This is an optimization exercise on Yosys and OpenROAD, whose aim is small area, not a production implementation.
The RTL was checked by simulation tests, not by an equivalence proof against the original design.
Power and IR drop assume default switching activity.

`flow/flow/run.sh`:
```
#!/bin/bash
# Standard ORFS layout (the standard.sh) with clock tree synthesis
# arguments of our own: one clock buffer type, sized sink clusters and no
# dummy loads. The make output goes to flow.log; ORFS keeps each step's log
# under orfs/logs.
set -euo pipefail
export CTS_ARGS="-sink_clustering_enable -repair_clock_nets -dont_use_dummy_load -buf_list sky130_fd_sc_hd__clkbuf_8 -sink_clustering_size 18 -sink_clustering_max_diameter 50"
bash standard.sh > flow.log 2>&1
```
`flow/standard.sh`:
```
#!/bin/bash
# synth_recipe.tcl (not shown) runs the flow's synth.tcl, then flattens the netlist and writes it again
# the make line also repeats each setting of config.mk as NAME=value (left out here)
make -C /OpenROAD-flow-scripts/flow DESIGN_CONFIG=/design/flow/config.mk WORK_HOME=/design/flow/orfs CLKGATE_MAP_FILE= SYNTH_SCRIPT=/design/flow/synth_recipe.tcl "${@:-finish}"
```
`flow/config.mk`:
```
export PLATFORM = sky130hd
export DESIGN_NAME = lights
export DESIGN_NICKNAME = lights
export VERILOG_FILES = /design/flow/design.v
export SDC_FILE = /design/flow/constraint.sdc
export NUM_CORES = 4
export LEC_CHECK = 0
export ABC_AREA = 1
export CAP_MARGIN = 20
export CORE_MARGIN = 2
export CORE_UTILIZATION = 70
export SLEW_MARGIN = 20
```
`flow/constraint.sdc`:
```
create_clock -name core_clock -period 10.0 [get_ports {clk}]
set_input_delay 2.0000 -clock core_clock [delete_from_list [all_inputs] [get_ports {clk}]]
set_output_delay 2.0000 -clock core_clock [all_outputs]
set_load 0.01 [all_outputs]
```
`flow/design.v`:
```
`timescale 1ns / 1ps
module ram72bit(
    input clk,
    input we,               
    input [3:0] wa,         
    input [71:0] wd,        
    input [3:0] pa,         
    input adv,              
    output reg [71:0] w0,
    output reg [71:0] cur,
    output reg [71:0] nxt,
    output reg byp,         
    output reg pz,          
    output reg nsel         
    );
    reg [15*72-1:0] ring;    
    reg [3:0] q;
    reg pend;
    wire ins = pend && (q == wa);
    wire [71:0] x = ins ? wd : ring[71:0];
    wire stale = adv || nsel;
    always @ (posedge clk) begin
        ring <= {x, ring[15*72-1:72]};
        q <= (q == 4'd15) ? 4'd1 : q + 4'd1;
    end
    always @ (posedge clk) begin
        if (we && wa != 0) pend <= 1'b1;
        else if (ins)      pend <= 1'b0;
        if (we && wa == 0) w0 <= wd;
        if (q == pa) cur <= x;
        if (q == pa + 4'd1 && !stale) nxt <= x;
        nsel <= stale && q != pa && pa != 0;
        pz <= pa == 0;
        byp <= we || (pend && wa == pa);
    end
endmodule
`timescale 1ns / 1ps
module serial(
    input clk,
    input rst,
    input rx,                    
    output tx,
    output [3:0] wa,             
    output reg [71:0] d,         
    output reg we,               
    output reg [1:0] mode,       
    output reg [71:0] ind        
    );
    reg [2:0] tdiv7;
    always @ (posedge clk)
        if (rst)                tdiv7 <= 3'd7;
        else if (tdiv7 == 3'd6) tdiv7 <= 3'd0;
        else if (tdiv7 == 3'd7) tdiv7 <= 3'd1;
        else                    tdiv7 <= tdiv7 + 3'd1;
    wire tick = (tdiv7 == 3'd0);
    reg [2:0] rdiv;
    reg rrst;
    reg [3:0] rcnt;
    reg [7:0] rsh;               
    reg dr;                      
    wire rgo = !rrst && tick && rdiv == 3'd7;
    always @ (posedge clk) begin
        if (rst)       rdiv <= 3'd0;
        else if (rrst) rdiv <= 3'd4;
        else if (tick) rdiv <= rdiv + 3'd1;
    end
    always @ (posedge clk) begin
        dr <= 1'b0;
        rrst <= 1'b0;
        if (rst) begin
            rcnt <= 4'd0;
        end else if (rcnt == 4'd1) begin
            if (rx) rcnt <= 4'd0;
        end else if (rcnt != 4'd0) begin
            if (rgo) begin
                if (rcnt != 4'd2) rsh <= {rx, rsh[7:1]};
                else              dr <= 1'b1;
                rcnt <= rcnt - 4'd1;
            end
        end else if (!rx) begin
            rrst <= 1'b1;
            rcnt <= 4'd11;
        end
    end
    reg xmit;
    reg [2:0] tdiv;
    reg trst;
    reg [3:0] tcnt;
    reg [8:0] tsh;               
    wire [7:0] src;              
    assign tx = tsh[0];
    wire tgo = !trst && tick && tdiv == 3'd7;
    wire busy = xmit || tcnt != 4'd0;
    always @ (posedge clk) begin
        if (rst || trst) tdiv <= 3'd0;
        else if (tick)   tdiv <= tdiv + 3'd1;
    end
    always @ (posedge clk) begin
        trst <= 1'b0;
        if (rst) begin
            tcnt <= 4'd0;
            tsh <= 9'h1ff;
        end else if (xmit) begin
            trst <= 1'b1;
            tcnt <= 4'd10;
            tsh <= {src, 1'b0};
        end else if (tcnt != 4'd0 && tgo) begin
            tsh <= {1'b1, tsh[8:1]};
            tcnt <= tcnt - 4'd1;
        end
    end
    localparam [4:0] IDLE = 5'd0, IDLE_D = 5'd1, IDLE_M = 5'd2, IDLE_I = 5'd3,
                     RA = 5'd4, RD0 = 5'd5, RD8 = 5'd13,
                     RB0 = 5'd14, RB1 = 5'd15, RB2 = 5'd16, RB10 = 5'd24,
                     SM = 5'd25, IND = 5'd26, IND1 = 5'd27, IND2 = 5'd28;
    reg [4:0] s;
    reg [7:0] a;
    reg [4:0] led;
    reg [2:0] lb;
    assign wa = a[3:0];
    wire in_rd = s >= RD0 && s <= RD8;
    wire in_rbd = s >= RB2 && s <= RB10;
    wire idle = s <= IDLE_I;
    assign src = (s == RB0)    ? 8'h6f :
                 (s == RB1)    ? a :
                 in_rbd        ? d[71:64] :
                 (s == IDLE_D) ? 8'h64 :
                 (s == IDLE_M) ? rsh :
                 (s == IDLE_I) ? {5'd0, lb} :
                                 {3'd0, led};
    always @ (posedge clk)
        if ((dr && in_rd) || (xmit && in_rbd)) d <= {d[63:0], rsh};
    wire upd = s == IND2 && !busy;
    wire [2:0] lbr = lb & {3{~rst}};
    integer c;
    always @ (posedge clk)
        for (c = 0; c < 24; c = c + 1)
            if (rst || (upd && led == c)) ind[3*c +: 3] <= lbr;
    always @ (posedge clk) begin
        xmit <= 1'b0;
        we <= 1'b0;
        if (rst) begin
            mode <= 2'd0;
            s <= IDLE;
        end else if (idle) begin
            if (dr) begin
                if (rsh == "w")      s <= RA;
                else if (rsh == "m") s <= SM;
                else if (rsh == "i") s <= IND;
                else                 s <= IDLE;
            end
        end else if (s == RA) begin
            if (dr) begin a <= rsh; s <= RD0; end
        end else if (in_rd) begin
            if (dr) begin
                s <= s + 5'd1;
                if (s == RD8) begin xmit <= 1'b1; we <= 1'b1; end
            end
        end else if (s >= RB0 && s <= RB10) begin
            if (!busy) begin
                xmit <= 1'b1;
                s <= (s == RB10) ? IDLE_D : s + 5'd1;
            end
        end else if (s == SM) begin
            if (dr) begin mode <= rsh[1:0]; xmit <= 1'b1; s <= IDLE_M; end
        end else if (s == IND) begin
            if (dr) begin led <= rsh[4:0]; s <= IND1; end
        end else if (s == IND1) begin
            if (dr) begin lb <= rsh[2:0]; xmit <= 1'b1; s <= IND2; end
        end else if (s == IND2) begin
            if (!busy) begin
                xmit <= 1'b1;
                s <= IDLE_I;
            end
        end else begin
            s <= IDLE;
        end
    end
endmodule
`timescale 1ns / 1ps
module lights(
    input clk,
    input rst,
    input rx,
    output tx,
    output [2*12-1:0] leds
    );
    reg [4:0] rx_sync;
    always @ (posedge clk)
        if (rst) rx_sync <= 5'b11111;
        else     rx_sync <= {rx_sync[3:0], rx};
    reg [20:0] clk_div;
    always @ (posedge clk)
        if (rst) clk_div <= 21'd0;
        else     clk_div <= clk_div + 21'd1;
    wire step = clk_div[11:0] == 12'h801;
    wire adv  = clk_div[11:0] == 12'h802;    
    reg [3:0] pa;
    always @ (posedge clk)
        if (rst || step) pa <= (pa + 4'd1) & {4{~rst}};
    wire [3:0] wa;
    wire [71:0] wd, leds_i, w0, cur, nxt;
    wire byp, pz, nsel;
    wire we;
    wire [1:0] mode;
    serial s(.clk(clk), .rst(rst), .rx(rx_sync[4]), .tx(tx),
             .wa(wa), .d(wd), .we(we), .mode(mode), .ind(leds_i));
    ram72bit p(.clk(clk), .we(we), .wa(wa), .wd(wd), .pa(pa), .adv(adv),
               .w0(w0), .cur(cur), .nxt(nxt), .byp(byp), .pz(pz), .nsel(nsel));
    reg [7:0] r;
    always @ (posedge clk)
        if (rst || step) r <= rst ? 8'd5 : {r[6:0], r[7] ^ r[5] ^ r[4] ^ r[3]};
    wire [23:0] go;
    assign go[0] = (r[3]) & (r[4]) & (r[5]) & (r[6]) & (r[7]);
    assign go[1] = (r[0] ^ r[1] ^ r[2] ^ r[4] ^ r[6] ^ r[7]) & (r[0] ^ r[1] ^ r[2] ^ r[3] ^ r[4] ^ r[6] ^ r[7]) & (r[0] ^ r[1] ^ r[2] ^ r[3] ^ r[6] ^ r[7]) & (r[0] ^ r[1] ^ r[2] ^ r[3] ^ r[5] ^ r[6] ^ r[7]) & (r[0] ^ r[1] ^ r[2] ^ r[3] ^ r[5] ^ r[7]);
    assign go[2] = (r[1] ^ r[4] ^ r[7]) & (r[0] ^ r[2] ^ r[4] ^ r[6]) & (r[1] ^ r[3] ^ r[5] ^ r[7]) & (r[0] ^ r[2] ^ r[5]) & (r[1] ^ r[3] ^ r[6]);
    assign go[3] = (r[1] ^ r[2] ^ r[3] ^ r[4] ^ r[7]) & (r[0] ^ r[2] ^ r[3] ^ r[6]) & (r[1] ^ r[3] ^ r[4] ^ r[7]) & (r[0] ^ r[2] ^ r[6]) & (r[1] ^ r[3] ^ r[7]);
    assign go[4] = (r[1] ^ r[2] ^ r[4] ^ r[7]) & (r[0] ^ r[2] ^ r[3] ^ r[4] ^ r[6]) & (r[1] ^ r[3] ^ r[4] ^ r[5] ^ r[7]) & (r[0] ^ r[2]) & (r[1] ^ r[3]);
    assign go[5] = (r[0] ^ r[3] ^ r[6]) & (r[1] ^ r[4] ^ r[7]) & (r[0] ^ r[2] ^ r[4] ^ r[6]) & (r[1] ^ r[3] ^ r[5] ^ r[7]) & (r[0] ^ r[2] ^ r[5]);
    assign go[6] = (r[2] ^ r[3]) & (r[3] ^ r[4]) & (r[4] ^ r[5]) & (r[5] ^ r[6]) & (r[6] ^ r[7]);
    assign go[7] = (r[1] ^ r[3]) & (r[2] ^ r[4]) & (r[3] ^ r[5]) & (r[4] ^ r[6]) & (r[5] ^ r[7]);
    assign go[8] = (r[1]) & (r[2]) & (r[3]) & (r[4]) & (r[5]);
    assign go[9] = (r[0] ^ r[2] ^ r[3] ^ r[4] ^ r[6] ^ r[7]) & (r[0] ^ r[1] ^ r[3] ^ r[6] ^ r[7]) & (r[0] ^ r[1] ^ r[2] ^ r[5] ^ r[6] ^ r[7]) & (r[0] ^ r[1] ^ r[2] ^ r[3] ^ r[4] ^ r[5] ^ r[7]) & (r[0] ^ r[1] ^ r[2] ^ r[3]);
    assign go[10] = (r[3] ^ r[4] ^ r[7]) & (r[0] ^ r[6]) & (r[1] ^ r[7]) & (r[0] ^ r[2] ^ r[4] ^ r[5] ^ r[6]) & (r[1] ^ r[3] ^ r[5] ^ r[6] ^ r[7]);
    assign go[11] = (r[2] ^ r[4] ^ r[7]) & (r[0] ^ r[3] ^ r[4] ^ r[6]) & (r[1] ^ r[4] ^ r[5] ^ r[7]) & (r[0] ^ r[2] ^ r[4]) & (r[1] ^ r[3] ^ r[5]);
    assign go[12] = (r[2] ^ r[3] ^ r[4] ^ r[7]) & (r[0] ^ r[3] ^ r[6]) & (r[1] ^ r[4] ^ r[7]) & (r[0] ^ r[2] ^ r[4] ^ r[6]) & (r[1] ^ r[3] ^ r[5] ^ r[7]);
    assign go[13] = (r[0] ^ r[1] ^ r[6]) & (r[1] ^ r[2] ^ r[7]) & (r[0] ^ r[2] ^ r[3] ^ r[4] ^ r[5] ^ r[6]) & (r[1] ^ r[3] ^ r[4] ^ r[5] ^ r[6] ^ r[7]) & (r[0] ^ r[2] ^ r[7]);
    assign go[14] = (r[1] ^ r[2]) & (r[2] ^ r[3]) & (r[3] ^ r[4]) & (r[4] ^ r[5]) & (r[5] ^ r[6]);
    assign go[15] = (r[6]) & (r[7]) & (r[0] ^ r[4] ^ r[5] ^ r[6]) & (r[1] ^ r[5] ^ r[6] ^ r[7]) & (r[0] ^ r[2] ^ r[4] ^ r[5] ^ r[7]);
    assign go[16] = (r[3] ^ r[6]) & (r[4] ^ r[7]) & (r[0] ^ r[4] ^ r[6]) & (r[1] ^ r[5] ^ r[7]) & (r[0] ^ r[2] ^ r[4] ^ r[5]);
    assign go[17] = (r[0] ^ r[1] ^ r[2] ^ r[4] ^ r[7]) & (r[0] ^ r[1] ^ r[2] ^ r[3] ^ r[4] ^ r[6]) & (r[1] ^ r[2] ^ r[3] ^ r[4] ^ r[5] ^ r[7]) & (r[0] ^ r[2] ^ r[3]) & (r[1] ^ r[3] ^ r[4]);
    assign go[18] = (r[1] ^ r[4] ^ r[6] ^ r[7]) & (r[0] ^ r[2] ^ r[4] ^ r[6] ^ r[7]) & (r[0] ^ r[1] ^ r[3] ^ r[4] ^ r[6] ^ r[7]) & (r[0] ^ r[1] ^ r[2] ^ r[6] ^ r[7]) & (r[0] ^ r[1] ^ r[2] ^ r[3] ^ r[4] ^ r[5] ^ r[6] ^ r[7]);
    assign go[19] = (r[1] ^ r[2] ^ r[3] ^ r[4] ^ r[6] ^ r[7]) & (r[0] ^ r[2] ^ r[3] ^ r[6] ^ r[7]) & (r[0] ^ r[1] ^ r[3] ^ r[5] ^ r[6] ^ r[7]) & (r[0] ^ r[1] ^ r[2] ^ r[5] ^ r[7]) & (r[0] ^ r[1] ^ r[2] ^ r[3] ^ r[4] ^ r[5]);
    assign go[20] = (r[1] ^ r[2] ^ r[4] ^ r[6] ^ r[7]) & (r[0] ^ r[2] ^ r[3] ^ r[4] ^ r[6] ^ r[7]) & (r[0] ^ r[1] ^ r[3] ^ r[6] ^ r[7]) & (r[0] ^ r[1] ^ r[2] ^ r[5] ^ r[6] ^ r[7]) & (r[0] ^ r[1] ^ r[2] ^ r[3] ^ r[4] ^ r[5] ^ r[7]);
    assign go[21] = (r[0] ^ r[3]) & (r[1] ^ r[4]) & (r[2] ^ r[5]) & (r[3] ^ r[6]) & (r[4] ^ r[7]);
    assign go[22] = (r[2] ^ r[3] ^ r[6]) & (r[3] ^ r[4] ^ r[7]) & (r[0] ^ r[6]) & (r[1] ^ r[7]) & (r[0] ^ r[2] ^ r[4] ^ r[5] ^ r[6]);
    assign go[23] = (r[1] ^ r[3] ^ r[6]) & (r[2] ^ r[4] ^ r[7]) & (r[0] ^ r[3] ^ r[4] ^ r[6]) & (r[1] ^ r[4] ^ r[5] ^ r[7]) & (r[0] ^ r[2] ^ r[4]);
    wire [71:0] leds_r;
    genvar k;
    generate
        for (k = 0; k < 24; k = k + 1) begin : tw
            reg [3:0] st;
            reg f;
            reg [2:0] o;
            always @ (*)
                case (st)
                    4'b0000: begin f = go[k]; o = 3'd0; end
                    4'b0001: begin f = 1'b0;  o = 3'd1; end
                    4'b0010: begin f = 1'b0;  o = 3'd2; end
                    4'b0100: begin f = 1'b1;  o = 3'd3; end
                    4'b1001: begin f = 1'b1;  o = 3'd4; end
                    4'b0011: begin f = 1'b1;  o = 3'd5; end
                    4'b0111: begin f = 1'b1;  o = 3'd6; end
                    4'b1111: begin f = 1'b0;  o = 3'd7; end
                    4'b1110: begin f = 1'b1;  o = 3'd6; end
                    4'b1101: begin f = 1'b1;  o = 3'd5; end
                    4'b1011: begin f = 1'b0;  o = 3'd4; end
                    4'b0110: begin f = 1'b0;  o = 3'd3; end
                    4'b1100: begin f = 1'b0;  o = 3'd2; end
                    4'b1000: begin f = 1'b0;  o = 3'd1; end
                    default: begin f = 1'b0;  o = 3'd0; end
                endcase
            always @ (posedge clk)
                if (rst || step) st <= {st[2:0], f} & {4{~rst}};
            assign leds_r[3*k +: 3] = o;
        end
    endgenerate
    wire [7:0] pc = clk_div[7:0];
    wire [2:0] lvl = (pc < 8'd15)  ? 3'd0 :
                     (pc < 8'd35)  ? 3'd1 :
                     (pc < 8'd63)  ? 3'd2 :
                     (pc < 8'd99)  ? 3'd3 :
                     (pc < 8'd143) ? 3'd4 :
                     (pc < 8'd195) ? 3'd5 :
                     (pc < 8'd255) ? 3'd6 : 3'd7;
    function gt3(input [2:0] a, input [2:0] b);
        gt3 = (a[2] & ~b[2]) |
              (~(a[2] ^ b[2]) & ((a[1] & ~b[1]) | (~(a[1] ^ b[1]) & a[0] & ~b[0])));
    endfunction
    wire sel_r = mode == 2'd2 || (mode == 2'd0 && clk_div[20]);
    wire sel_i = mode == 2'd3;
    wire sel_p = !sel_r && !sel_i;
    wire e_wd = sel_p && byp;
    wire e_w0 = sel_p && !byp && pz;
    wire e_n  = sel_p && !byp && !pz && nsel;
    wire e_c  = sel_p && !byp && !pz && !nsel;
    wire [71:0] v = ({72{e_wd}} & wd) | ({72{e_w0}} & w0) | ({72{e_n}} & nxt) |
                    ({72{e_c}} & cur) | ({72{sel_r}} & leds_r) | ({72{sel_i}} & leds_i);
    generate
        for (k = 0; k < 24; k = k + 1) begin : pwm
            assign leds[k] = gt3(v[3*k +: 3], lvl);
        end
    endgenerate
endmodule
```
==> results.cfg, run 1 <==
[logic_synthesis]
synth_fp_nets = 4386
synthFlopType = dfxtp_1
synth-edff-count = 492
async_flop_share_pct = 0
yosys_warnings = 3
muxShareOfSynthArea_pct = 0
syn_area_um2 = 50750
synth_compound_area_share_pct = 5.187
syn_avg_cell_area_um2 = 11.78
synth_top_family_by_area = simple AND/OR/NAND/NOR gates
netlist_instances = 4308
synthSimpleGateAreaFrac_pct = 12.98
synth_fa_ha_area_share_pct = 1.849
ys_seq_elements = 1644
ys_types = 58
yosysSeqAreaShare_pct = 74.55
synthXorXnorAreaFrac_pct = 1.021

[flow_run]
max_cap_viol_count = 0

[global_routing]
gr-usage-all-layers_pct = 29.09
grt_max_degree = 85
first_global_vias = 28560
grt_pass1_wl_um = 162800
antenna_found_initial = 9
grt_overflow = 0

[setup_path]
cp-end-kind = output pin
critPathArrivalTime_ns = 4.92
critPathKind = flip-flop to output pin
worstPathMaxFanout = 50
crit_required_ns = 8.00
start_kind = flip-flop

[cts]
htreeDepth = 4
path_clk_slew_ns = 0.10
postCtsResizedCells = 0
cts_hold_buf = 0
cts_root_buffer = clkbuf_8
cts_buffer_depth = 3
cts_tree = done
cts_setup_buffers = 0
cts_made_buffers = 131
clock_sinks = 1644
clk_latency_ns = 0.85

[die]
dieWidth_um = 273.3
dieArea_um2 = 74680
num_rows = 98
start_util_pct = 70.88
dieHeight_um = 273.3
fp.coreArea_um2 = 71610
num_io_pins = 28

[routing]
vias = 29920
routedWlPerCell_um = 20.24
viasPerCell = 5.630
first_iter_violations = 3349
ant_nets = 0
drtPass1Iterations = 8
drc = 0
wl_um = 107600

[sta]
setup_slack_ns = 3.076
fin_crit_sh_pct = 69.24
final.min_clock_period_ns = 6.924
worst_pin_slew_ns = 1.211
finalSetupViolCount = 0
rsz0062_at_grt = false
setup-tns-final_ns = 0
finClkSkew_ns = 0.1014
maxSlewViolCount = 0
slew-limit-headroom_pct = 18.40
finalHoldViolations = 0
max_freq_mhz = 144.4

[power]
cellPowerDensity_nw_per_um2 = 197.6
cellLeakagePower_nw = 21.45
peakVddDrop_mv = 0.1952

[cells_and_area]
multi_input_area_um2 = 10760
area_delta_synth_final_pct = 5.537
drive_gt1_share_pct = 5.371
final_nets = 4437
n_fill_cell = 4579
seqCellArea_um2 = 37840

[min_path]
worstHoldPathType = flip-flop to flip-flop

[placed_design]
post-place-ws_ns = 3.943
finalWeightedCongestion = 0.9589
dp_hpwl_um = 71940
placement.io_buffers = 27

[outcome]
status = no timing/DRC/antenna violations
-- worst max-delay path, stage by stage, from the launching register on --
cell	delay [ns]
dfxtp_1	0.42
inv_2	0.08
a21oi_4	0.71
nand3_4	0.32
clkinv_2	0.30
buf_4	0.67
nand2_1	0.09
o21ai_0	0.11
a21oi_1	0.08
nand4_1	0.12
ha_1	0.13
inv_1	0.04
nor2_1	0.11
nand2_1	0.06
nand2_1	0.09
nand2_1	0.05
nand2_1	0.14
clkdlybuf4s50_1	0.56
-- final timing paths --
| check | start | end | slack, ns | cells past startpoint |
|---|---|---|---|---|
| worst max-delay path | s.mode[0] | leds[21] | 3.08 | 17 |
| worst max register to register | s.s[2] | s.d[45] | 6.90 | 6 |
| worst min register to register | p.ring[985] | p.ring[913] | 0.29 | 0 |
| worst min-delay path | p.ring[985] | p.ring[913] | 0.29 | 0 |
-- logic make-up (layout without fill, tap and decap cells) --
logic type	count (synthesis)	count (layout)
other	0	7
xor gates and xnor gates	54	54
AOI/OAI and AO/OA	454	454
adders and majority gates	75	75
and+or+nand+nor	1550	1550
DFF	1644	1644
buffers and inverters	531	580
-- cells in the final DEF, fill, tap and decap left out, drive strengths merged, types with 26 or more instances in the layout --
master	instances
a21oi	108
ha	75
o21ai	219
nand3	213
dfxtp	1152
edfxtp	492
clkdlybuf4s50	26
nand2	844
o22ai	27
nand4	90
nor2	319
clkbuf	131
xor2	39
nor3	42
a221oi	34
buf	28
inv	391
-- cell type report --
type                    count  share of cell area, %
well taps                 950                  2.219
multi-input cells        2133                  20.10
clock buffers             131                  3.366
repair buffers             54                 0.8783
flip-flops and latches   1644                  70.64
diodes                      7                0.03270
inverters                 395                  2.773
-- per-layer routing --
| layer | wire length (um) | global-route usage (%) | vias to the layer above |
|---|---|---|---|
| li1 | - | - | 14240 |
| met5 | 0 | 0 | - |
| met4 | 3908 | 11.82 | 0 |
| met2 | 48290 | 45.16 | 1403 |
| met3 | 10130 | 5.544 | 261 |
| met1 | 45250 | 40.83 | 14010 |
-- registers in the layout (all words and copies together) (netlist names), 9 cells and up --
| name | flops |
|---|---|
| s.ind | 72 |
| p.ring | 1080 |
| p.w0 | 72 |
| s.d | 72 |
| tw.st | 96 |
| p.cur | 72 |
| s.tsh | 9 |
| clk_div | 21 |
| p.nxt | 72 |
-- power breakdown --
part	internal (mW)	switching (mW)	leakage, nW
combinational	0.174	0.351	6.73
clock	1.17	1.89	0.942
sequential	6.93	0.0649	13.8
total	8.28	2.31	21.5
-- synth_stat cells (3+ instances only) --
master     count  share of area, %
buf_2         43              0.42
buf_1          3             0.022
buf_4         33              0.49
buf_6          9              0.20
nand2_1      832               6.2
nor2_2         6             0.074
a311oi_1       6              0.10
nor3_1        38              0.37
o2111ai_1      3             0.052
ha_1          75               1.8
a31oi_1        7             0.086
a22oi_1       10              0.15
a21oi_1      107               1.1
xnor2_1       11              0.19
edfxtp_1     492                29
inv_1        377               2.8
nor4_1        16              0.20
a211oi_1       5             0.074
inv_2         16              0.12
clkbuf_1      47              0.35
xor2_1        37              0.64
nor2_1       312               2.3
nand2_2       10              0.12
o21ai_1       14              0.14
o211ai_1      13              0.19
nor3_2         3             0.059
a22o_1         4             0.069
nand3_1      211               2.1
o21ai_0      204               2.0
dfxtp_1     1152                45
nor3b_1        5             0.074
or2_2         12              0.15
o22ai_1       27              0.33
o31ai_1        5             0.074
xnor2_2        4              0.13
nand3b_1       8              0.12
a221oi_1      34              0.59
nand4_1       90               1.1
-- through the flow --
| stage | hold WS (ns) | util [%] | total power [mW] | instances | area, um^2 |
|---|---|---|---|---|---|
| floorplan | 0.3096 | - | 7.520 | 4308 | 50750 |
| global placement | 0.3095 | 72.25 | 7.642 | 5176 | 51740 |
| detailed placement | 0.3121 | 72.25 | 7.664 | 5176 | 51740 |
| CTS | 0.2820 | 74.77 | 10.64 | 5307 | 53540 |
| global route | 0.2959 | 74.79 | 10.95 | 5310 | 53560 |
| finish | 0.2856 | 74.80 | 10.59 | 5314 | 53570 |
==> inputs of run 2 (changes only) <==
--- a/flow/config.mk
+++ b/flow/config.mk
@@ -5,7 +5,6 @@
 export SDC_FILE = /design/flow/constraint.sdc
 export NUM_CORES = 4
 export LEC_CHECK = 0
-export ABC_AREA = 1
 export CAP_MARGIN = 20
 export CORE_MARGIN = 2
 export CORE_UTILIZATION = 70
==> results.cfg, run 2 <==
[sta]
slew-limit-headroom_pct = 23.52
whs_ns = 0.2630
finalSetupViolCount = 0
fin_crit_sh_pct = 66.71
rsz0062_at_grt = false
setup-tns-final_ns = 0
max_freq_mhz = 149.9
finClkSkew_ns = 0.1251
final.min_clock_period_ns = 6.671
worst_pin_slew_ns = 1.144
setup_slack_ns = 3.329
finalHoldViolations = 0
maxSlewViolCount = 0

[cells_and_area]
largest_register_ffs = 1080
utilization_pct = 74.64
n_fill_cell = 4161
final_nets = 3496
top_regs = p.ring (1080), tw.st (96)
layout_commonest_cell = dfxtp_1
drive_gt1_share_pct = 8.519
final_cell_mix = dfxtp_1 (1151), edfxtp_1 (492), nand2_1 (167)
area_delta_synth_final_pct = 5.085
regMostFlops = p.ring

[placed_design]
placement.io_buffers = 27
dp_hpwl_um = 61880
finalWeightedCongestion = 0.8529
post-place-ws_ns = 4.161

[routing]
drc = 0
wl_um = 96350
viasPerCell = 6.010
vias = 26190
first_iter_violations = 2456
routedWlPerCell_um = 22.11
ant_nets = 0
drtPass1Iterations = 6

[logic_synthesis]
yosysSeqAreaShare_pct = 75.68
synth_fp_nets = 3502
syn_area_um2 = 50000
synth-edff-count = 492
synth_top_area_cell = dfxtp_1
netlist_instances = 3424
yosys_warnings = 3
synth.area.top_cells = dfxtp_1 (46%), edfxtp_1 (30%), mux2_2 (2.3%)
synthTopCellsByCount = dfxtp_1 (1152), edfxtp_1 (492), nand2_1 (169), o21ai_0 (143), nor2b_1 (141)
yosys.area.top_type_share_pct = 46.13
ys_types = 90
synthFlopType = dfxtp_1
yosysMostFrequentCell = dfxtp_1
syn_avg_cell_area_um2 = 14.60
async_flop_share_pct = 0
ys_seq_elements = 1644

[cts]
cts_root_buffer = clkbuf_8
clk_latency_ns = 0.79
clock_sinks = 1644
cts_tree = done
postCtsResizedCells = 0
cts_setup_buffers = 0
htreeDepth = 3
cts_hold_buf = 0
cts_buffer_depth = 3
path_clk_slew_ns = 0.11
cts_made_buffers = 116

[setup_path]
reg2reg_from = clk_div[6]
cpPeakStageDelay_ns = 0.62
startpoint = clk_div[20]
critPathSlowestCell = clkdlybuf4s50_1
worstPathMaxFanout = 32
critPathArrivalTime_ns = 4.67
rrSetupSlack_ns = 6.43
reg2reg_to = r[0]
timing.critical_path.mode_cell = o21ai_0
crit_end = leds[20]
cp-end-kind = output pin
start_kind = flip-flop
path_cells = nor2b_1 -> or4_2 -> buf_4 -> o21ai_0 -> a221oi_1 -> o21ai_0 -> ha_1 -> nand2_1 -> o31ai_1 -> clkdlybuf4s50_1
ff2ff_path_depth = 5
critPathKind = flip-flop to output pin
crit_required_ns = 8.00

[outcome]
status = no timing/DRC/antenna violations

[power]
cellPowerDensity_nw_per_um2 = 196.9
p_sw_share_pct = 21.14
peakVddDrop_mv = 0.1878
combPwrFrac_pct = 4.6
p_sw_mw = 2.187
clkPwrFrac_pct = 27.7
pwr-share-seq_pct = 67.7
cellLeakagePower_nw = 19.17
p_int_mw = 8.158
p_total_mw = 10.34

[global_routing]
grt_max_degree = 109
grt_pass1_wl_um = 148500
antenna_found_initial = 1
first_global_vias = 25990
gr-usage-all-layers_pct = 26.12
grt_overflow = 0

[die]
start_util_pct = 71.02
num_rows = 97
dieHeight_um = 271.3
fp.coreArea_um2 = 70390
num_io_pins = 28
dieArea_um2 = 73580
dieWidth_um = 271.3

[min_path]
worstHoldPathType = flip-flop to flip-flop
holdPathStages = 0

[flow_run]
max_cap_viol_count = 0
run 2: worst max-delay path: cells and delay by family, from the launching register on:
family                   cells  cell delay [ns]
buffers and inverters        2             1.08
AND/OR/NAND/NOR              3             1.02
adder cells (fa/ha/maj)      1             0.37
AO/OA/AOI/OAI                4             0.99
flip-flops                   1             0.45
run 2: stage by stage:
step           area [um^2]  std cells
3_3_place_gp         50860       4237
2_1_floorplan        50000       3424
4_1_cts              52480       4354
5_1_grt              52540       4357
3_5_place_dp         50880       4238
6_report             52540       4358
run 2: worst min-delay path by stage:
stage                 startpoint           to  slack, ns
finish              p.ring[1002]  p.ring[930]       0.26
CTS                 p.ring[1002]  p.ring[930]       0.25
global route        p.ring[1002]  p.ring[930]       0.25
detailed placement   p.ring[208]  p.ring[136]       0.31
global placement     p.ring[712]  p.ring[640]       0.31
floorplan             p.ring[72]    p.ring[0]       0.31
run 2: area by class of cell:
cell class / instances / area (um^2) / area share, %
Timing Repair Buffer: 55 / 529.3 / 1.007
Clock buffer: 116 / 1597 / 3.039
Tap cell: 940 / 1176 / 2.239
Sequential cell: 1644 / 37840 / 72.02
Antenna cell: 2 / 5.005 / 0.009526
Inverter: 49 / 183.9 / 0.3501
Multi-Input combinational cell: 1552 / 11210 / 21.33
run 2: power by group through the flow:
stage	Sequential, mW	Combinational (mW)	Clock (mW)
2_1_floorplan	7.12	0.379	0
3_3_place_gp	7.14	0.442	0
3_5_place_dp	7.15	0.475	0
4_1_cts	7.00	0.477	2.93
5_1_grt	7.01	0.529	3.15
6_report	7.00	0.481	2.86
run 2: logic make-up (layout without fill, tap and decap cells):
family,Yosys count,in the layout,synth area share (%)
DFF,1644,1644,75.68
and+or+nand+nor,656,656,7.010
AOI/OAI and AO/OA,547,547,7.753
buffers and inverters,228,220,2.077
muxes,175,175,3.756
xor gates and xnor gates,99,99,1.847
adders and majority gates,75,75,1.877
other,0,2,0
run 2: routing by layer:
metal	wire length, um	vias up	track usage, %	part of all wire (%)
met5	0	-	0	0
met4	2934	0	8.704	3.0
met3	6482	204	4.246	6.7
met2	44270	945	41.31	46
met1	42660	12920	37.37	44
li1	-	12130	-	-
==> inputs of run 3 (changes only) <==
--- a/flow/design.v
+++ b/flow/design.v
@@ -189,15 +189,14 @@
     always @ (posedge clk)
         if (rst) rx_sync <= 5'b11111;
         else     rx_sync <= {rx_sync[3:0], rx};
-    reg [20:0] clk_div;
-    always @ (posedge clk)
-        if (rst) clk_div <= 21'd0;
-        else     clk_div <= clk_div + 21'd1;
-    wire step = clk_div[11:0] == 12'h801;
-    wire adv  = clk_div[11:0] == 12'h802;    
-    reg [3:0] pa;
-    always @ (posedge clk)
-        if (rst || step) pa <= (pa + 4'd1) & {4{~rst}};
+    reg [20:0] cd;
+    always @ (posedge clk)
+        if (rst) cd <= 21'h7fe;
+        else     cd <= cd + 21'd1;
+    wire step = &cd[11:0];
+    wire adv  = ~|cd[11:0];                  
+    wire [3:0] pa = cd[15:12];
+    wire cd20 = cd[20] ^ (cd[19:0] < 20'h7fe);    
     wire [3:0] wa;
     wire [71:0] wd, leds_i, w0, cur, nxt;
     wire byp, pz, nsel;
@@ -265,19 +264,20 @@
             assign leds_r[3*k +: 3] = o;
         end
     endgenerate
-    wire [7:0] pc = clk_div[7:0];
-    wire [2:0] lvl = (pc < 8'd15)  ? 3'd0 :
-                     (pc < 8'd35)  ? 3'd1 :
-                     (pc < 8'd63)  ? 3'd2 :
-                     (pc < 8'd99)  ? 3'd3 :
-                     (pc < 8'd143) ? 3'd4 :
-                     (pc < 8'd195) ? 3'd5 :
-                     (pc < 8'd255) ? 3'd6 : 3'd7;
+    wire [7:0] pc = cd[7:0];
+    wire [2:0] lvl = (pc >= 8'd254) ? 3'd0 :
+                     (pc < 8'd13)   ? 3'd0 :
+                     (pc < 8'd33)   ? 3'd1 :
+                     (pc < 8'd61)   ? 3'd2 :
+                     (pc < 8'd97)   ? 3'd3 :
+                     (pc < 8'd141)  ? 3'd4 :
+                     (pc < 8'd193)  ? 3'd5 :
+                     (pc < 8'd253)  ? 3'd6 : 3'd7;
     function gt3(input [2:0] a, input [2:0] b);
         gt3 = (a[2] & ~b[2]) |
               (~(a[2] ^ b[2]) & ((a[1] & ~b[1]) | (~(a[1] ^ b[1]) & a[0] & ~b[0])));
     endfunction
-    wire sel_r = mode == 2'd2 || (mode == 2'd0 && clk_div[20]);
+    wire sel_r = mode == 2'd2 || (mode == 2'd0 && cd20);
     wire sel_i = mode == 2'd3;
     wire sel_p = !sel_r && !sel_i;
     wire e_wd = sel_p && byp;
==> flow/flow/run.sh (replaced) <==
#!/bin/bash
# The standard layout (standard.sh) with two changes:
#  - synthesis maps the logic with an area-oriented ABC script (flow/area.abc)
#    in place of ORFS's speed script; the standard flow's synthesis script is otherwise
#    used as is (same flip-flop mapping and register names);
#  - clock tree synthesis uses clkbuf_8 leaf clusters of at most 18 sinks and
#    no dummy loads.
# The make output goes to flow.log; ORFS keeps each step's log in orfs/logs.
set -euo pipefail
here=$(pwd)
cat > "$here/area_synth.tcl" <<TCL
proc abc {args} {
    set i [lsearch -exact \$args -script]
    if {\$i >= 0} { lset args [expr {\$i + 1}] $here/flow/area.abc }
    yosys abc {*}\$args
}
source $here/synth_recipe.tcl
TCL
sed "s#SYNTH_SCRIPT=[^ ]*#SYNTH_SCRIPT=$here/area_synth.tcl#" standard.sh > area_standard.sh
export CTS_ARGS="-sink_clustering_enable -repair_clock_nets -dont_use_dummy_load -buf_list sky130_fd_sc_hd__clkbuf_8 -sink_clustering_size 18 -sink_clustering_max_diameter 50"
bash area_standard.sh > flow.log 2>&1
==> flow/flow/area.abc (new file) <==
strash
dch -f
map -a
mfs2
strash
dch -f
map -a
mfs2
strash
dch -f
map -a
topo
==> results.cfg, run 3 <==
[outcome]
status = no timing/DRC/antenna violations

[setup_path]
critPathKind = flip-flop to output pin
worstPathMaxFanout = 38
path_cells = clkinv_1 -> nor2_1 -> clkinv_1 -> nor2_1 -> clkinv_1 -> nor2_1 -> clkinv_1 -> o2111ai_1 -> or2_2 -> a31oi_4 -> buf_4 -> inv_2 -> buf_4 -> a211oi_1 -> a221oi_1 -> o211ai_1 -> ha_1 -> clkinv_1 -> o21bai_1 -> clkdlybuf4s50_1
timing.critical_path.mode_cell = clkinv_1
cpPeakStageDelay_ns = 0.60
critPathSlowestCell = clkdlybuf4s50_1
rrSetupSlack_ns = 6.00
start_kind = flip-flop
crit_required_ns = 8.00
reg2reg_from = s.s[3]
cp-end-kind = output pin
critPathArrivalTime_ns = 5.88
ff2ff_path_depth = 12
reg2reg_to = s.d[60]

[logic_synthesis]
synth_top_area_cell = dfxtp_1
ys_types = 38
syn_avg_cell_area_um2 = 13.79
async_flop_share_pct = 0
yosysMostFrequentCell = dfxtp_1
yosys_warnings = 3
synthTopCellsByCount = dfxtp_1 (1152), edfxtp_1 (488), clkinv_1 (302), nor2_1 (302), nand2_1 (208)
synth.area.top_cells = dfxtp_1 (48%), edfxtp_1 (31%), a22oi_1 (2.4%)
ys_seq_elements = 1640
syn_area_um2 = 47880
synth-edff-count = 488
yosysSeqAreaShare_pct = 78.77
synth_fp_nets = 3549
yosys.area.top_type_share_pct = 48.16
synthFlopType = dfxtp_1
netlist_instances = 3472

[sta]
slew-limit-headroom_pct = 29.39
maxSlewViolCount = 0
max_freq_mhz = 126.9
finalHoldViolations = 0
finalSetupViolCount = 0
setup_slack_ns = 2.121
setup-tns-final_ns = 0
rsz0062_at_grt = false
worst_pin_slew_ns = 1.057
fin_crit_sh_pct = 78.79
final.min_clock_period_ns = 7.879
finClkSkew_ns = 0.1453

[cts]
htreeDepth = 3
clock_sinks = 1640
postCtsResizedCells = 0
cts_setup_buffers = 0
cts_made_buffers = 118
cts_buffer_depth = 3
clk_latency_ns = 0.81
path_clk_slew_ns = 0.10
cts_tree = done
cts_root_buffer = clkbuf_8
cts_hold_buf = 0

[cells_and_area]
final_nets = 3699
fin_area_um2 = 51010
multi_input_area_um2 = 8942
final_cells = 4494
layout_commonest_cell = dfxtp_1
final_cell_mix = dfxtp_1 (1152), edfxtp_1 (488), nor2_1 (299)
largest_register_ffs = 1080
regMostFlops = p.ring
n_fill_cell = 3751
top_regs = p.ring (1080), tw.st (96)
utilization_pct = 75.69
area_delta_synth_final_pct = 6.533
drive_gt1_share_pct = 6.022
seqCellArea_um2 = 37720

[power]
pwr-share-seq_pct = 62.4
cellPowerDensity_nw_per_um2 = 221.2
clkPwrFrac_pct = 25.9
p_sw_share_pct = 25.15
peakVddDrop_mv = 0.1855
p_int_mw = 8.444
p_sw_mw = 2.837
cellLeakagePower_nw = 18.92
combPwrFrac_pct = 11.7

[routing]
vias = 27280
ant_nets = 0
viasPerCell = 6.070
first_iter_violations = 3208
drtPass1Iterations = 8
wl_um = 103700
drc = 0
routedWlPerCell_um = 23.07

[die]
dieHeight_um = 265.5
start_util_pct = 71.05
fp.coreArea_um2 = 67400
dieWidth_um = 265.5
num_io_pins = 28
num_rows = 95
dieArea_um2 = 70510

[placed_design]
dp_cells = 4375
postPlaceCellArea_um2 = 49380
post-place-ws_ns = 3.069
dp_hpwl_um = 66020
finalWeightedCongestion = 0.8971
placement.io_buffers = 27

[min_path]
min_to = p.ring[20]
worstHoldPathType = flip-flop to flip-flop
min-delay-start = p.ring[92]
holdPathStages = 0

[global_routing]
antenna_found_initial = 2
gr-usage-all-layers_pct = 29.57
grt_max_degree = 74
grt_pass1_wl_um = 158400
grt_overflow = 0
first_global_vias = 27140

[flow_run]
max_cap_viol_count = 0
[run 3: changes by cell type in the layout (fill, tap and decap cells not counted), moves of 29 or more]
cell      change
clkinv_1    +296
nor2_1      +183
nor2b_1     -140
a22oi_1     +137
a21oi_1      +79
mux2i_1      -74
mux2_2       -56
a222oi_1     -47
inv_1        -47
a31oi_1      +45
nand3_1      +43
nand2_1      +39
xnor2_1      -39
and3_1       -29
[run 3: final cells by class]
class                   instances  area share (%)
diodes                          1        0.004906
clock buffers                 118           3.184
inverters                     302           2.222
multi-input cells            1506           17.53
flip-flops and latches       1640           73.94
well taps                     873           2.141
repair buffers                 54          0.9787
[run 3: cells by family after synthesis]
group	synth area share, %
fa+ha+maj	1.934
buf+inv	2.744
simple gates	5.913
compound gates	8.704
flops	78.77
mux	1.058
xor+xnor	0.8780
[run 3: metrics by stage]
stage	total power, mW	hold slack, ns
5_1_grt	11.67	0.2721
3_5_place_dp	8.466	0.3121
6_report	11.28	0.2647
4_1_cts	11.30	0.2584
2_1_floorplan	8.005	0.3096
3_3_place_gp	8.368	0.3099
[run 3: how the worst max path moves through the flow]
stage / end / startpoint / cells past startpoint
floorplan: p.cur[0] / s.a[2] / 6
global placement: leds[7] / cd[6] / 20
detailed placement: leds[5] / cd[6] / 20
CTS: leds[7] / cd[6] / 20
global route: leds[12] / cd[6] / 22
finish: leds[7] / cd[6] / 20
[run 3: critical path: cells and delay by family, from the launching register on]
family	cells	cell delay, ns
adders and majority gates	1	0.35
DFF	1	0.42
AOI/OAI and AO/OA	6	1.26
buffers and inverters	9	2.40
and+or+nand+nor	4	0.69
[run 3: power by group through the flow]
stage | Sequential [mW] | Combinational [mW] | Clock [mW]
final | 7.04 | 1.32 | 2.92
after floorplan | 7.16 | 0.848 | 0
after global routing | 7.05 | 1.44 | 3.18
after CTS | 7.04 | 1.30 | 2.96
after detailed placement | 7.19 | 1.28 | 0
after global placement | 7.18 | 1.19 | 0
[run 3: metal layers]
layer	global-route usage (%)	wire [um]	part of all wire, %
met5	0	0	0
met1	40.35	42310	41
met2	47.91	49010	47
met3	4.582	7904	7.6
met4	12.44	4443	4.3
==> inputs of run 4 (changes only) <==
==> flow/flow/area.abc (replaced) <==
strash
&get -n
&deepsyn -T 60
&put
dc2
strash
dch -f
map -a
mfs2
strash
dc2
strash
dch -f
map -a
mfs2
strash
dc2
dch -f
map -a
topo
==> results.cfg, run 4 <==
[placed_design]
placement.io_buffers = 27
postPlaceCellArea_um2 = 48980
dp_hpwl_um = 64230
post-place-ws_ns = 2.754
finalWeightedCongestion = 0.9404

[routing]
routedWlPerCell_um = 22.28
drtPass1Iterations = 6
drc = 0
wl_um = 98120
first_iter_violations = 2852
ant_nets = 0
viasPerCell = 5.967
vias = 26280

[cts]
htreeDepth = 3
cts_root_buffer = clkbuf_8
cts_made_buffers = 116
path_clk_slew_ns = 0.09
postCtsResizedCells = 0
cts_hold_buf = 0
cts_buffer_depth = 3
cts_setup_buffers = 0
clk_latency_ns = 0.75
clock_sinks = 1640
cts_tree = done

[setup_path]
critPathKind = flip-flop to output pin
path_cells = clkinv_2 -> nor3_2 -> clkinv_1 -> a21oi_2 -> nand2_1 -> nor2_1 -> nor4_1 -> xor2_1 -> nand2_2 -> nand2_8 -> clkinv_8 -> nor2_1 -> nand3_1 -> nor2_4 -> buf_4 -> nand2_1 -> nand3_1 -> ha_1 -> clkinv_1 -> o21bai_1 -> clkdlybuf4s50_1
start_kind = flip-flop
worst-path-buf-inv = 6
crit_required_ns = 8.00
critPathSlowestCell = buf_4
cp_top_family = simple AND/OR/NAND/NOR gates
worstPathMaxFanout = 63
cp-end-kind = output pin
critPathArrivalTime_ns = 6.17
cpPeakStageDelay_ns = 0.77

[logic_synthesis]
syn_avg_cell_area_um2 = 14.03
synth_fp_nets = 3457
synthTopCellsByCount = dfxtp_1 (1152), edfxtp_1 (488), nor2_1 (297), clkinv_1 (272), nand2_1 (226)
synth-edff-count = 488
yosys_warnings = 3
synth_top_area_cell = dfxtp_1
async_flop_share_pct = 0
synth.area.top_cells = dfxtp_1 (49%), edfxtp_1 (31%), nor2_1 (2.4%)
yosysMostFrequentCell = dfxtp_1
yosysSeqAreaShare_pct = 79.54
yosys.area.top_type_share_pct = 48.64
netlist_instances = 3380
synthFlopType = dfxtp_1
syn_area_um2 = 47420
ys_seq_elements = 1640
ys_types = 43

[die]
num_rows = 95
dieArea_um2 = 69830
num_io_pins = 28
fp.coreArea_um2 = 67160
start_util_pct = 70.60
dieHeight_um = 264.3
dieWidth_um = 264.3

[global_routing]
grt_pass1_wl_um = 150600
gr-usage-all-layers_pct = 28.26
grt_max_degree = 78
grt_overflow = 0
antenna_found_initial = 2
top_usage_layer = met2
use_met3_pct = 5.127
grt_util_met2_pct = 45.50
first_global_vias = 26490
grtUsageMet1_pct = 38.37

[sta]
maxSlewViolCount = 0
rsz0062_at_grt = false
fin_crit_sh_pct = 81.66
max_freq_mhz = 122.5
whs_ns = 0.2861
final.min_clock_period_ns = 8.166
finalSetupViolCount = 0
finalHoldViolations = 0
slew-limit-headroom_pct = 27.18
worst_pin_slew_ns = 1.081
setup_slack_ns = 1.834
finClkSkew_ns = 0.07762

[cells_and_area]
largest_register_ffs = 1080
final_nets = 3607
top_regs = p.ring (1080), tw.st (96)
regMostFlops = p.ring
area_delta_synth_final_pct = 6.689
n_fill_cell = 3824
drive_gt1_share_pct = 6.888
final_cell_mix = dfxtp_1 (1149), edfxtp_1 (488), nor2_1 (293)
layout_commonest_cell = dfxtp_1
fin_area_um2 = 50590

[power]
p_sw_share_pct = 24.13
p_sw_mw = 2.664
cellPowerDensity_nw_per_um2 = 218.2
peakVddDrop_mv = 0.2030
cellLeakagePower_nw = 18.88
pwr-share-seq_pct = 63.2
combPwrFrac_pct = 10.9
clkPwrFrac_pct = 25.9
p_int_mw = 8.374

[min_path]
worstHoldPathType = flip-flop to flip-flop

[flow_run]
max_cap_viol_count = 0

[outcome]
status = no timing/DRC/antenna violations
-- run 4: cell count changes in the layout (fill, tap and decap cells not counted), sizes merged, moves of 10 or more --
cell and delta:
a211oi +10, a221oi +22, a22oi -58, a31oi -14, clkinv -27, mux2 +15, nand2 +18, nand3 +14
nor4 +11, o2111ai -18, o21ai -37, xnor2 -14
-- run 4: worst register-to-register path: stages, from the launching register on --
cell	delay [ns]
dfxtp_1	0.38
clkinv_1	0.20
nand2_1	0.13
nor2_1	0.10
clkinv_1	0.06
nor2_1	0.05
nor3_1	0.63
clkinv_1	0.41
o22ai_4	0.25
buf_4	0.40
buf_4	0.71
-- run 4: final timing paths --
check | from | slack (ns) | depth (start not counted) | end
min | p.ring[498] | 0.29 | 0 | p.ring[426]
max reg2reg | s.s[2] | 6.23 | 10 | s.d[71]
min reg2reg | p.ring[498] | 0.29 | 0 | p.ring[426]
max | cd[7] | 1.83 | 21 | leds[6]
-- run 4: power groups by stage --
stage / registers, mW / clock network (mW) / logic (mW)
2_1_floorplan: 7.11 / 0 / 0.790
5_1_grt: 6.99 / 3.11 / 1.32
6_report: 6.98 / 2.86 / 1.20
3_3_place_gp: 7.12 / 0 / 1.12
4_1_cts: 6.97 / 2.90 / 1.19
3_5_place_dp: 7.13 / 0 / 1.18
-- run 4: metal layers --
| metal | share of wire [%] | wire length, um |
|---|---|---|
| met5 | 0 | 0 |
| met1 | 41 | 40230 |
| met4 | 4.0 | 3931 |
| met3 | 8.1 | 7923 |
| met2 | 47 | 46030 |
-- run 4: cell families (layout without fill, tap and decap cells) --
group	Yosys count	count (layout)	share of synthesized area (%)
other	0	3	0
DFF	1640	1640	79.54
xor gates and xnor gates	37	37	0.6834
adders and majority gates	74	74	1.953
muxes	60	60	1.425
buffers and inverters	296	444	2.533
and+or+nand+nor	706	706	6.228
AOI/OAI and AO/OA	567	567	7.634
-- run 4: layout make-up --
class / count / area [um^2] / area share, %
Tap cell: 873 / 1092 / 2.159
Inverter: 272 / 1037 / 2.050
Multi-Input combinational cell: 1444 / 8628 / 17.06
Antenna cell: 3 / 7.507 / 0.01484
Timing Repair Buffer: 56 / 505.5 / 0.9992
Sequential cell: 1640 / 37720 / 74.56
Clock buffer: 116 / 1597 / 3.156
-- run 4: through the flow --
step | total power [mW] | util, % | cells | TNS (ns)
global route | 11.41 | 75.33 | 4404 | 0
floorplan | 7.900 | - | 3380 | -2.878
finish | 11.04 | 75.33 | 4404 | 0
global placement | 8.235 | 72.89 | 4284 | 0
detailed placement | 8.305 | 72.93 | 4285 | 0
CTS | 11.07 | 75.31 | 4401 | 0
==> inputs of run 5 (changes only) <==
--- a/flow/flow/run.sh
+++ b/flow/flow/run.sh
@@ -18,4 +18,5 @@
 TCL
 sed "s#SYNTH_SCRIPT=[^ ]*#SYNTH_SCRIPT=$here/area_synth.tcl#" standard.sh > area_standard.sh
 export CTS_ARGS="-sink_clustering_enable -repair_clock_nets -dont_use_dummy_load -buf_list sky130_fd_sc_hd__clkbuf_8 -sink_clustering_size 18 -sink_clustering_max_diameter 50"
+export BUFFER_PORTS_ARGS="-buffer_cell sky130_fd_sc_hd__buf_1"
 bash area_standard.sh > flow.log 2>&1
==> results.cfg, run 5 <==
[global_routing]
grt_overflow = 0
first_global_vias = 26230
antenna_found_initial = 2
grt_pass1_wl_um = 152000
grt_max_degree = 84
gr-usage-all-layers_pct = 28.68

[setup_path]
start_kind = flip-flop
cp-end-kind = output pin
startpoint = cd[6]
critPathSlowestCell = nor4_2
path_cells = clkinv_2 -> nor3_2 -> clkinv_1 -> a21oi_2 -> nand2_1 -> nor2_1 -> nor4_1 -> xor2_1 -> nand2_2 -> nand2_8 -> clkinv_8 -> nor4_2 -> buf_4 -> buf_4 -> a221oi_1 -> nand3_1 -> ha_1 -> a31oi_1 -> o21bai_1 -> buf_1
critPathArrivalTime_ns = 5.98
critPathKind = flip-flop to output pin
worstPathMaxFanout = 42
cpPeakStageDelay_ns = 0.65
timing.critical_path.mode_cell = buf_4
reg2reg_from = s.s[2]
crit_required_ns = 8.00

[flow_run]
max_cap_viol_count = 0

[cells_and_area]
final_nets = 3606
layout_commonest_cell = dfxtp_1
fin_area_um2 = 50390
regMostFlops = p.ring
area_delta_synth_final_pct = 6.283
drive_gt1_share_pct = 6.833
top_regs = p.ring (1080), tw.st (96)
final_cell_mix = dfxtp_1 (1149), edfxtp_1 (488), nor2_1 (293)
largest_register_ffs = 1080

[cts]
htreeDepth = 3
path_clk_slew_ns = 0.10
cts_buffer_depth = 3
cts_root_buffer = clkbuf_8
cts_tree = done
clk_latency_ns = 0.77
postCtsResizedCells = 0
cts_made_buffers = 116
cts_hold_buf = 0
cts_setup_buffers = 0
clock_sinks = 1640

[logic_synthesis]
synth_top_area_cell = dfxtp_1
syn_area_um2 = 47420
yosysSeqAreaShare_pct = 79.54
yosys_warnings = 3
synth-edff-count = 488
yosysMostFrequentCell = dfxtp_1
yosys.area.top_type_share_pct = 48.64
ys_seq_elements = 1640
syn_avg_cell_area_um2 = 14.03
synth_fp_nets = 3457
synthFlopType = dfxtp_1
synthTopCellsByCount = dfxtp_1 (1152), edfxtp_1 (488), nor2_1 (297), clkinv_1 (272), nand2_1 (226)
async_flop_share_pct = 0
synth.area.top_cells = dfxtp_1 (49%), edfxtp_1 (31%), nor2_1 (2.4%)
ys_types = 43
netlist_instances = 3380

[die]
dieArea_um2 = 69830
num_rows = 95
start_util_pct = 70.60
fp.coreArea_um2 = 67160
num_io_pins = 28
dieHeight_um = 264.3
dieWidth_um = 264.3

[routing]
drtPass1Iterations = 7
ant_nets = 0
wl_um = 99510
vias = 26260
drc = 0
first_iter_violations = 2728
viasPerCell = 5.965
routedWlPerCell_um = 22.60

[sta]
finalSetupViolCount = 0
final.min_clock_period_ns = 7.976
finalHoldViolations = 0
slew-limit-headroom_pct = 24.94
setup_slack_ns = 2.024
worst_pin_slew_ns = 1.116
maxSlewViolCount = 0
fin_crit_sh_pct = 79.76
finClkSkew_ns = 0.1008
rsz0062_at_grt = false
max_freq_mhz = 125.4

[placed_design]
post-place-ws_ns = 2.945
dp_hpwl_um = 63570
placement.io_buffers = 27
finalWeightedCongestion = 0.8977
postPlaceCellArea_um2 = 48790

[power]
p_int_mw = 8.299
clkPwrFrac_pct = 26.2
combPwrFrac_pct = 10.2
p_sw_mw = 2.673
peakVddDrop_mv = 0.1751
cellPowerDensity_nw_per_um2 = 217.7
pwr-share-seq_pct = 63.6
p_sw_share_pct = 24.36
cellLeakagePower_nw = 18.81

[min_path]
min-delay-start = p.ring[1054]
worstHoldPathType = flip-flop to flip-flop

[outcome]
status = no timing/DRC/antenna violations
## run 5: cell count changes in the layout (fill, tap and decap cells not counted), sizes merged
cell | before | now
clkdlybuf4s50 | 26 | 0
buf | 30 | 54
clkbuf | 116 | 117
## run 5: cells by family after synthesis
group           after synthesis  synth area share [%]
compound gates              567                 7.634
mux                          60                 1.425
buf+inv                     296                 2.533
xor+xnor                     37                0.6834
flops                      1640                 79.54
simple gates                706                 6.228
fa+ha+maj                    74                 1.953
## run 5: per-layer routing
layer  up-vias  GRT usage, %  share of wire, %
li1      11990             -                 -
met1     12620         39.19                41
met2      1372         46.69                47
met3       285         4.456               8.1
met4         0         11.52               3.9
met5         -             0                 0
## run 5: through the flow
step / util [%] / hold slack [ns] / instances / power (mW) / TNS (ns)
global placement: 72.64 / 0.3098 / 4284 / 8.152 / 0
global route: 75.03 / 0.2444 / 4402 / 11.36 / 0
CTS: 75.02 / 0.2585 / 4400 / 11.01 / 0
finish: 75.04 / 0.2733 / 4403 / 10.97 / 0
floorplan: - / 0.3096 / 3380 / 7.900 / -2.878
detailed placement: 72.64 / 0.3121 / 4284 / 8.222 / 0
## run 5: critical path: cells and delay by family, from the launching register on
kind | cells | cell delay (ns)
and+or+nand+nor | 8 | 1.87
buffers and inverters | 6 | 1.68
AOI/OAI and AO/OA | 4 | 0.71
DFF | 1 | 0.39
adders and majority gates | 1 | 0.24
xor gates and xnor gates | 1 | 0.19
## run 5: cell type report
type                       instances  area [um^2]
timing repair buffer              55        319.1
tap                              873         1092
inverter                         272         1037
multi-input combinational       1444         8622
sequential                      1640        37720
fill                            3855        16760
antenna                            3        7.507
clock buffer                     116         1597
## run 5: path summary, 6_finish.rpt
check                      to  slack, ns  cells past startpoint
setup / recovery     leds[17]       2.02                     20
hold / removal    p.ring[982]       0.27                      0
hold reg to reg   p.ring[982]       0.27                      0
setup reg to reg      s.d[58]       6.10                     10
## run 5: power groups by stage
stage | Combinational, mW | Clock [mW] | Sequential, mW
finish | 1.12 | 2.87 | 6.98
global route | 1.23 | 3.14 | 6.99
CTS | 1.11 | 2.92 | 6.98
detailed placement | 1.09 | 0 | 7.13
global placement | 1.03 | 0 | 7.12
floorplan | 0.790 | 0 | 7.11
==> inputs of run 6 (changes only) <==
--- a/flow/flow/run.sh
+++ b/flow/flow/run.sh
@@ -3,6 +3,7 @@
 #  - synthesis maps the logic with an area-oriented ABC script (flow/area.abc)
 #    in place of ORFS's speed script; the standard flow's synthesis script is otherwise
 #    used as is (same flip-flop mapping and register names);
+#  - ports are buffered with buf_1 (BUFFER_PORTS_ARGS);
 #  - clock tree synthesis uses clkbuf_8 leaf clusters of at most 18 sinks and
 #    no dummy loads.
 # The make output goes to flow.log; ORFS keeps each step's log in orfs/logs.
==> results.cfg, run 6 <==
[cts]
cts_made_buffers = 116
cts_root_buffer = clkbuf_8
htreeDepth = 3
cts_tree = done
path_clk_slew_ns = 0.10
cts_hold_buf = 0
cts_setup_buffers = 0
cts_buffer_depth = 3
clock_sinks = 1640
postCtsResizedCells = 0
clk_latency_ns = 0.77

[die]
num_io_pins = 28
dieHeight_um = 264.3
dieWidth_um = 264.3
num_rows = 95
fp.coreArea_um2 = 67160
start_util_pct = 70.60
dieArea_um2 = 69830

[logic_synthesis]
ys_types = 43
async_flop_share_pct = 0
yosys_warnings = 3
syn_area_um2 = 47420
synth_top_area_cell = dfxtp_1
synth_fp_nets = 3457
synthFlopType = dfxtp_1
synth.area.top_cells = dfxtp_1 (49%), edfxtp_1 (31%), nor2_1 (2.4%)
yosys.area.top_type_share_pct = 48.64
netlist_instances = 3380
ys_seq_elements = 1640
syn_avg_cell_area_um2 = 14.03
yosysSeqAreaShare_pct = 79.54
synthTopCellsByCount = dfxtp_1 (1152), edfxtp_1 (488), nor2_1 (297), clkinv_1 (272), nand2_1 (226)
yosysMostFrequentCell = dfxtp_1
synth-edff-count = 488

[global_routing]
top_usage_layer = met2
use_met3_pct = 4.456
grtUsageMet1_pct = 39.19
grt_max_degree = 84
grt_overflow = 0
antenna_found_initial = 2
first_global_vias = 26230
grt_pass1_wl_um = 152000
grt_util_met2_pct = 46.69
gr-usage-all-layers_pct = 28.68

[routing]
routedWlPerCell_um = 22.60
vias = 26260
first_iter_violations = 2728
ant_nets = 0
drc = 0
viasPerCell = 5.965
drtPass1Iterations = 7
wl_um = 99510

[sta]
maxSlewViolCount = 0
max_freq_mhz = 125.4
finClkSkew_ns = 0.1008
fin_crit_sh_pct = 79.76
slew-limit-headroom_pct = 24.94
finalSetupViolCount = 0
final.min_clock_period_ns = 7.976
worst_pin_slew_ns = 1.116
finalHoldViolations = 0
rsz0062_at_grt = false

[setup_path]
crit_required_ns = 8.00
cp-end-kind = output pin
cp_top_family = simple AND/OR/NAND/NOR gates
worst-path-buf-inv = 6
critPathArrivalTime_ns = 5.98
critPathKind = flip-flop to output pin
start_kind = flip-flop
path_cells = clkinv_2 -> nor3_2 -> clkinv_1 -> a21oi_2 -> nand2_1 -> nor2_1 -> nor4_1 -> xor2_1 -> nand2_2 -> nand2_8 -> clkinv_8 -> nor4_2 -> buf_4 -> buf_4 -> a221oi_1 -> nand3_1 -> ha_1 -> a31oi_1 -> o21bai_1 -> buf_1
worstPathMaxFanout = 42
cpPeakStageDelay_ns = 0.65
timing.critical_path.mode_cell = buf_4
critPathSlowestCell = nor4_2

[cells_and_area]
area_delta_synth_final_pct = 6.283
fin_area_um2 = 50390
final_nets = 3606
top_regs = p.ring (1080), tw.st (96)
largest_register_ffs = 1080
layout_commonest_cell = dfxtp_1
regMostFlops = p.ring
drive_gt1_share_pct = 6.833
n_fill_cell = 3855
final_cell_mix = dfxtp_1 (1149), edfxtp_1 (488), nor2_1 (293)
utilization_pct = 75.04

[power]
cellPowerDensity_nw_per_um2 = 217.7
cellLeakagePower_nw = 18.81
peakVddDrop_mv = 0.1751

[placed_design]
finalWeightedCongestion = 0.8977
postPlaceCellArea_um2 = 48790
dp_hpwl_um = 63570
placement.io_buffers = 27

[min_path]
worstHoldPathType = flip-flop to flip-flop

[flow_run]
max_cap_viol_count = 0

[outcome]
status = no timing/DRC/antenna violations
## run 6: layer usage
metal	up-vias	wire, um	share of wire (%)
met5	-	0	0
met2	1372	47040	47
met1	12620	40510	41
met4	0	3922	3.9
met3	285	8033	8.1
li1	11990	-	-
## run 6: final timing paths
kind,startpoint,end,slack (ns),depth (start not counted)
worst min-delay path,p.ring[1054],p.ring[982],0.27,0
worst max register to register,s.s[2],s.d[58],6.10,10
worst max-delay path,cd[6],leds[17],2.02,20
worst min register to register,p.ring[1054],p.ring[982],0.27,0
## run 6: report_power, final
group          switching (mW)  total, mW  internal [mW]
sequential             0.0693       6.98           6.91
clock                    1.84       2.87           1.03
combinational           0.763       1.12          0.357
total                    2.67       11.0           8.30
## run 6: cell type report
cell class	count	area (um^2)	area share [%]
sequential	1640	37720	74.85
multi-input combinational	1444	8622	17.11
clock buffer	116	1597	3.168
tap	873	1092	2.167
inverter	272	1037	2.058
timing repair buffer	55	319.1	0.6331
antenna	3	7.507	0.01490
## run 6: logic make-up (layout without fill, tap and decap cells)
group | Yosys count | in the layout | share of synthesized area (%)
AOI/OAI and AO/OA | 567 | 567 | 7.634
xor gates and xnor gates | 37 | 37 | 0.6834
adders and majority gates | 74 | 74 | 1.953
buffers and inverters | 296 | 443 | 2.533
DFF | 1640 | 1640 | 79.54
muxes | 60 | 60 | 1.425
other | 0 | 3 | 0
and+or+nand+nor | 706 | 706 | 6.228
## run 6: metrics by stage
| step | instances | TNS (ns) | hold slack [ns] | power, mW | worst slack (ns) |
|---|---|---|---|---|---|
| after global routing | 4402 | 0 | 0.2444 | 11.36 | 1.612 |
| after floorplan | 3380 | -2.878 | 0.3096 | 7.900 | -0.1850 |
| after detailed placement | 4284 | 0 | 0.3121 | 8.222 | 2.945 |
| after global placement | 4284 | 0 | 0.3098 | 8.152 | 3.174 |
| after CTS | 4400 | 0 | 0.2585 | 11.01 | 2.086 |
| final | 4403 | 0 | 0.2733 | 10.97 | 2.024 |
## run 6: worst register-to-register path, stage by stage, from the launching register on
cell	delay (ns)
dfxtp_1	0.37
clkinv_1	0.23
nand2_1	0.15
nor2_1	0.11
clkinv_1	0.06
nor2_1	0.05
nor3_1	0.69
clkinv_1	0.40
o22ai_4	0.24
buf_4	0.58
buf_4	0.61

## re-timing with driven ports
Ports are ideal in the flow. The routed layouts listed here were re-timed in OpenROAD.
Step 1 sets driving cells, clkbuf_16 on the clock port and buf_2 on the other inputs (assumed; they add their load-dependent delay and slew).
Step 2, shift: input delay + t, output delay - t, t = (earliest + latest rising clock arrival at the registers) / 2. This alone moves slack from input paths to output paths.
a / b / c = no drivers / after step 1 / after step 2; a / b = the first two.
run | t (ns) | setup slack, ns | worst data-port slew with drivers (ns) | pins driven straight from the clock port
run 1 | 0.848 | 3.076 / 3.015 / 3.863 | 0.04 | 1
run 2 | 0.788 | 3.329 / 3.265 / 4.053 | 0.04 | 1
run 3 | 0.794 | 2.121 / 2.062 / 2.856 | 0.04 | 1
run 4 | 0.782 | 1.834 / 1.776 / 2.558 | 0.04 | 1
run 5 | 0.784 | 2.024 / 1.965 / 2.749 | 0.04 | 1
run 6 | 0.784 | 2.024 / 1.965 / 2.749 | 0.04 | 1
After both steps every run listed still meets setup and hold.
